Background: an optimization exercise with open tools, aiming at small area and a short achievable clock period. Do not read the settings as production practice.
Function was checked by simulation only, so behaviour that the tests miss may differ from the original.

## build 36
==> flow/design.v (excerpt) <==
module intt4point(
    input clk, rst,
    input [15:0] in0, in1, in2, in3,
    output [15:0] out0, out1, out2, out3
);
==> flow/config.mk <==
export PLATFORM = sky130hd
export DESIGN_NAME = intt4point
export DESIGN_NICKNAME = intt4point
export VERILOG_FILES = /design/flow/design.v
export SDC_FILE = /design/flow/constraint.sdc
export NUM_CORES = 4
export LEC_CHECK = 0
export CAP_MARGIN = 20
export CORE_MARGIN = 2
export CORE_UTILIZATION = 40
export SLEW_MARGIN = 20
export SYNTH_HIERARCHICAL = 1
export SYNTH_MINIMUM_KEEP_SIZE = 0
==> flow/constraint.sdc <==
create_clock -name core_clock -period 110.0 [get_ports {clk}]
set_input_delay 22.0000 -clock core_clock [delete_from_list [all_inputs] [get_ports {clk}]]
set_output_delay 22.0000 -clock core_clock [all_outputs]
set_load 0.01 [all_outputs]
standard.sh (not shown) runs the stock make flow with config.mk's settings and CLKGATE_MAP_FILE= SYNTH_SCRIPT=/design/flow/synth_recipe.tcl, a recipe that flattens the netlist after the stock synthesis.
==> flow/flow/run.sh <==
#!/bin/bash
set -e
export BUFFER_PORTS_ARGS="-buffer_cell sky130_fd_sc_hd__buf_1"
bash standard.sh > standard.log 2>&1
Build 36 completed end to end with timing, DRC and antenna clean.
Inputs modified between build 36 and build 96:
diff --git a/flow/flow/run.sh b/flow/flow/run.sh
--- a/flow/flow/run.sh
+++ b/flow/flow/run.sh
@@ -3,0 +4 @@
+export SETUP_SLACK_MARGIN=79.4
Results
Build 96 vs build 36 on via count of the first global-routing pass: build 96 is the higher one. Sequential cell area (build 96 over build 36): increase, about 5%. Comparing length of routed met2 wiring for build 96 and build 36, the smaller number came from build 36. Build 36 was smaller in final cell area than build 96. The ratio of final minimum period to clock period reported for build 96 is smaller than that of build 36 by 0.75 points. Diff build 36 -> build 96: multi-input gate area in the final layout +1.7%; non-filler instance count after layout rose 13. Looking only at total of fill cells in the finished design, and setting everything else aside, the higher value of build 96 and build 36 goes to build 36.
Input-level comparison between build 25 and build 96:
diff --git a/flow/flow/run.sh b/flow/flow/run.sh
--- a/flow/flow/run.sh
+++ b/flow/flow/run.sh
@@ -4 +4 @@
-export SETUP_SLACK_MARGIN=79.4
+export SETUP_SLACK_MARGIN=79.0
==> summary.txt <==
Delta (build 25 minus build 96): via count of the first global-routing pass now smaller; worst setup margin now smaller; final area now smaller; non-clock buffer count now smaller; endpoint arrival time on the critical path now larger. The lower detailed-route wire length of build 25 and build 96 is in build 25. Build 25 reached the final stage; the timing, DRC and antenna checks on its layout passed. Non-filler instance count after layout delta (build 25 -> build 96): insignificant. For the first-pass GRT wire length, build 25 came in 240 µm lower than build 96 did. A start point of the critical path of rb[6] is what build 96 shows, while rb[5] belongs to build 25. Build 25 vs build 96, destination of the critical timing path: out1[8] vs out1[5].

* * *

Another version of the RTL of intt4point (not shown whole).
Size in the first run: about 850 cells after synthesis, roughly 56 flip-flops, about 10000 µm² of cells after synthesis.
export LEC_CHECK = 0
export CAP_MARGIN = 20
export CORE_MARGIN = 2
export CORE_UTILIZATION = 40
export SLEW_MARGIN = 20
export SYNTH_HIERARCHICAL = 1
export SYNTH_MINIMUM_KEEP_SIZE = 0
create_clock -name core_clock -period 110.0 [get_ports {clk}]
==> flow/flow/run.sh <==
#!/bin/bash
set -e
export BUFFER_PORTS_ARGS="-buffer_cell sky130_fd_sc_hd__buf_1"
export SETUP_SLACK_MARGIN=80
bash standard.sh > standard.log 2>&1
Next try:
==> flow/flow/run.sh (replaced) <==
#!/bin/bash
set -e
export BUFFER_PORTS_ARGS="-buffer_cell sky130_fd_sc_hd__buf_1"
bash standard.sh > standard.log 2>&1
- CTS_BUF_LIST: not set -> sky130_fd_sc_hd__clkbuf_4 sky130_fd_sc_hd__clkbuf_8
Design area shrinks by 6.2%.
Cell count shrinks by 2.1%.
Die area stays the same.
Synthesized cell count does not change.
Global-route usage shrinks by 0.48 points.
Sequential share of layout area hardly moves.
First-iteration DRC count shrinks by about 20%.
Routed wire length shrinks by about 4%.
Next try:
==> flow/run.sh (new file) <==
#!/bin/bash
# synth_recipe.tcl (not shown) runs the flow's synth.tcl, then flattens the netlist and writes it again
# the make line also repeats each setting of config.mk as NAME=value (left out here)
make -C /OpenROAD-flow-scripts/flow DESIGN_CONFIG=/design/flow/config.mk WORK_HOME=/design/flow/orfs CLKGATE_MAP_FILE= SYNTH_SCRIPT=/design/flow/synth_recipe.tcl finish
- CTS_BUF_LIST: sky130_fd_sc_hd__clkbuf_4 sky130_fd_sc_hd__clkbuf_8 -> not set
removed: flow/flow/run.sh
removed: flow/standard.sh
Outcome: The new run passed the timing, DRC and antenna checks; non-clock buffer count grows by 1; setup slack got worse by 0.34 ns; sequential cell count stays the same; core utilization rises by 2.8 points; cell area is higher by 6.5%; area after synthesis is unchanged; cell count hardly moves; first-iteration DRC count climbs by 13%.
Next try:
==> flow/flow/run.sh (new file) <==
#!/bin/bash
set -e
export BUFFER_PORTS_ARGS="-buffer_cell sky130_fd_sc_hd__buf_1"
export SETUP_SLACK_MARGIN=78
bash standard.sh > standard.log 2>&1
==> flow/standard.sh (new file) <==
#!/bin/bash
# synth_recipe.tcl (not shown) runs the flow's synth.tcl, then flattens the netlist and writes it again
# the make line also repeats each setting of config.mk as NAME=value (left out here)
make -C /OpenROAD-flow-scripts/flow DESIGN_CONFIG=/design/flow/config.mk WORK_HOME=/design/flow/orfs CLKGATE_MAP_FILE= SYNTH_SCRIPT=/design/flow/synth_recipe.tcl "${@:-finish}"
removed: flow/run.sh
The changed run passed the timing, DRC and antenna checks.
Cell area went down by a few percent.
Via count went up slightly.
Synthesized area stays the same.
Die area does not change.
Clock-buffer cell count does not change.
Wire length shrinks slightly.

* * *

== job 2320 ==
Another version of the RTL of intt4point (not shown whole).
Size: about 890 cells after synthesis, ~58 flip-flops, roughly 0.011 mm² of cells after synthesis.
==> flow/design.v (excerpt) <==
module intt4point(
    input clk, rst,
    input [15:0] in0, in1, in2, in3,
    output [15:0] out0, out1, out2, out3
);
  wire [12:0] z0, z1, z2, z3;
  reg [14:0] rs0;
  reg [14:0] rs2;
  reg [13:0] rb;
  reg [13:0] rd;
  wire [12:0] g0 = in0[12:0] & {13{~rst}};
  wire [12:0] g1 = in1[12:0] & {13{~rst}};
  wire [12:0] g2 = in2[12:0] & {13{~rst}};
  wire [12:0] g3 = in3[12:0] & {13{~rst}};
  wire s1, c2;
  ha_m us1 (.a(g0[0]), .b(g2[0]), .s(s1), .co(c2));
  wire s3, c4;
  fa_m us3 (.a(g0[1]), .b(g2[1]), .c(c2), .s(s3), .co(c4));
  wire s5, c6;
  fa_m us5 (.a(g0[2]), .b(g2[2]), .c(c4), .s(s5), .co(c6));
  wire s7, c8;
  fa_m us7 (.a(g0[3]), .b(g2[3]), .c(c6), .s(s7), .co(c8));
  wire s9, c10;
  fa_m us9 (.a(g0[4]), .b(g2[4]), .c(c8), .s(s9), .co(c10));
  wire s11, c12;
  fa_m us11 (.a(g0[5]), .b(g2[5]), .c(c10), .s(s11), .co(c12));
  wire s13, c14;
  fa_m us13 (.a(g0[6]), .b(g2[6]), .c(c12), .s(s13), .co(c14));
  wire s15, c16;
  fa_m us15 (.a(g0[7]), .b(g2[7]), .c(c14), .s(s15), .co(c16));
  wire s17, c18;
  fa_m us17 (.a(g0[8]), .b(g2[8]), .c(c16), .s(s17), .co(c18));
  wire s19, c20;
  fa_m us19 (.a(g0[9]), .b(g2[9]), .c(c18), .s(s19), .co(c20));
  wire s21, c22;
  fa_m us21 (.a(g0[10]), .b(g2[10]), .c(c20), .s(s21), .co(c22));
  wire s23, c24;
  fa_m us23 (.a(g0[11]), .b(g2[11]), .c(c22), .s(s23), .co(c24));
  wire s25, c26;
  fa_m us25 (.a(g0[12]), .b(g2[12]), .c(c24), .s(s25), .co(c26));
  wire s27, c28;
  ha_m us27 (.a(g1[0]), .b(g3[0]), .s(s27), .co(c28));
  wire s29, c30;
  fa_m us29 (.a(g1[1]), .b(g3[1]), .c(c28), .s(s29), .co(c30));
  wire s31, c32;
  fa_m us31 (.a(g1[2]), .b(g3[2]), .c(c30), .s(s31), .co(c32));
  wire s33, c34;
  fa_m us33 (.a(g1[3]), .b(g3[3]), .c(c32), .s(s33), .co(c34));
  wire s35, c36;
  fa_m us35 (.a(g1[4]), .b(g3[4]), .c(c34), .s(s35), .co(c36));
  wire s37, c38;
  fa_m us37 (.a(g1[5]), .b(g3[5]), .c(c36), .s(s37), .co(c38));
  wire s39, c40;
  fa_m us39 (.a(g1[6]), .b(g3[6]), .c(c38), .s(s39), .co(c40));
  wire s41, c42;
  fa_m us41 (.a(g1[7]), .b(g3[7]), .c(c40), .s(s41), .co(c42));
  wire s43, c44;
  fa_m us43 (.a(g1[8]), .b(g3[8]), .c(c42), .s(s43), .co(c44));
  wire s45, c46;
  fa_m us45 (.a(g1[9]), .b(g3[9]), .c(c44), .s(s45), .co(c46));
  wire s47, c48;
  fa_m us47 (.a(g1[10]), .b(g3[10]), .c(c46), .s(s47), .co(c48));
  wire s49, c50;
  ...
Settings: LEC_CHECK=0, CAP_MARGIN=20, CORE_MARGIN=2, CORE_UTILIZATION=40, SLEW_MARGIN=20, SYNTH_HIERARCHICAL=1, SYNTH_MINIMUM_KEEP_SIZE=0; clock period 110.0 ns.
==> flow/flow/run.sh <==
#!/bin/bash
set -e
export BUFFER_PORTS_ARGS="-buffer_cell sky130_fd_sc_hd__buf_1"
bash standard.sh > standard.log 2>&1
Job 2320 completed every stage of the flow, and the final layout passed the timing, DRC and antenna checks.
#### Input delta (job 6004 over job 2320)
Settings: CORE_UTILIZATION now 60, was 40.
--- outcome ---
- Summary of job 6004 over job 2320: layout sequential cell count essentially unchanged; minimum hold slack decreased 0.053 ns; total of plain and repair buffers excluding clock buffers essentially unchanged.
- Job 2320 -> job 6004: post-detailed-route count of antenna-violating nets delta 0, exact match
- In terms of data required time at the worst endpoint, job 2320 and job 6004 differ only marginally.
- The higher minimum period implied by the final worst setup slack came out of job 2320.
- Job 6004 completed end to end with timing, DRC and antenna clean.
- Relative to job 2320, clock network area share increased by 0.16 points in job 6004.
#### Input delta (job 5536 over job 6004)
Settings: CORE_UTILIZATION changed from 60 to 75.
Results
- Summary of job 5536 over job 6004: wire length of the first global-routing pass saw an increase; worst slack on hold paths saw a decrease; share of the cycle needed by the critical path after routing saw little to no change.
- Compared job 6004 against job 5536; maximum frequency within noise.
- Cmp job 6004 and job 5536 / clock period minus final worst setup slack / lower: job 6004
- Via total after detailed routing, job 5536 vs job 6004: up by a few percent
- Cmp job 5536 vs job 6004: delay contributed by the slowest stage of the critical path lower in job 5536
- Diff job 6004 -> job 5536 | number of tap cells inserted | decrease of about 20%

## what the ideal ports hide
The results above use ideal ports. As a check the final layouts listed here were re-extracted and re-timed, cells and wires unchanged. Step 1: set_driving_cell puts a clkbuf_16 on clk and a buf_2 on each other input, an assumption about the parent block. Step 2 moves the port delays by t, midway between the first and last clock arrival at a register: inputs arrive t later, outputs are due t later. That takes back most of the time a late clock gives input paths. Three values: ideal ports, drivers, drivers and shift; two values: the first two.
run	shift t [ns]	setup WS [ns]	worst setup path at the end	slew at the worst register clock pin (ns)
build 36	0.329	78.867 / 78.828 / 78.830	input to register	0.07 / 0.07
build 96	0.329	79.689 / 79.650 / 79.438	input to register	0.07 / 0.07
build 25	0.329	79.399 / 79.360 / 79.221	input to register	0.07 / 0.07
the first run of note 2	0.332	80.021 / 79.981 / 80.312	register to output	0.07 / 0.07
the second run of note 2	0.352	78.846 / 78.811 / 79.164	register to output	0.11 / 0.11
the third run of note 2	0.338	78.510 / 78.471 / 78.809	register to output	0.08 / 0.08
the fourth run of note 2	0.333	78.881 / 78.842 / 79.175	register to output	0.07 / 0.07
job 2320	0.360	77.733 / 77.694 / 78.055	register to output	0.05 / 0.05
job 6004	0.347	77.785 / 77.754 / 78.102	register to output	0.05 / 0.05
job 5536	0.355	77.752 / 77.717 / 78.072	register to output	0.05 / 0.05
After both steps every run listed still meets setup and hold. For build 96, which loses most, drivers alone change the setup slack by -0.039 ns; drivers and shift together by -0.251 ns.
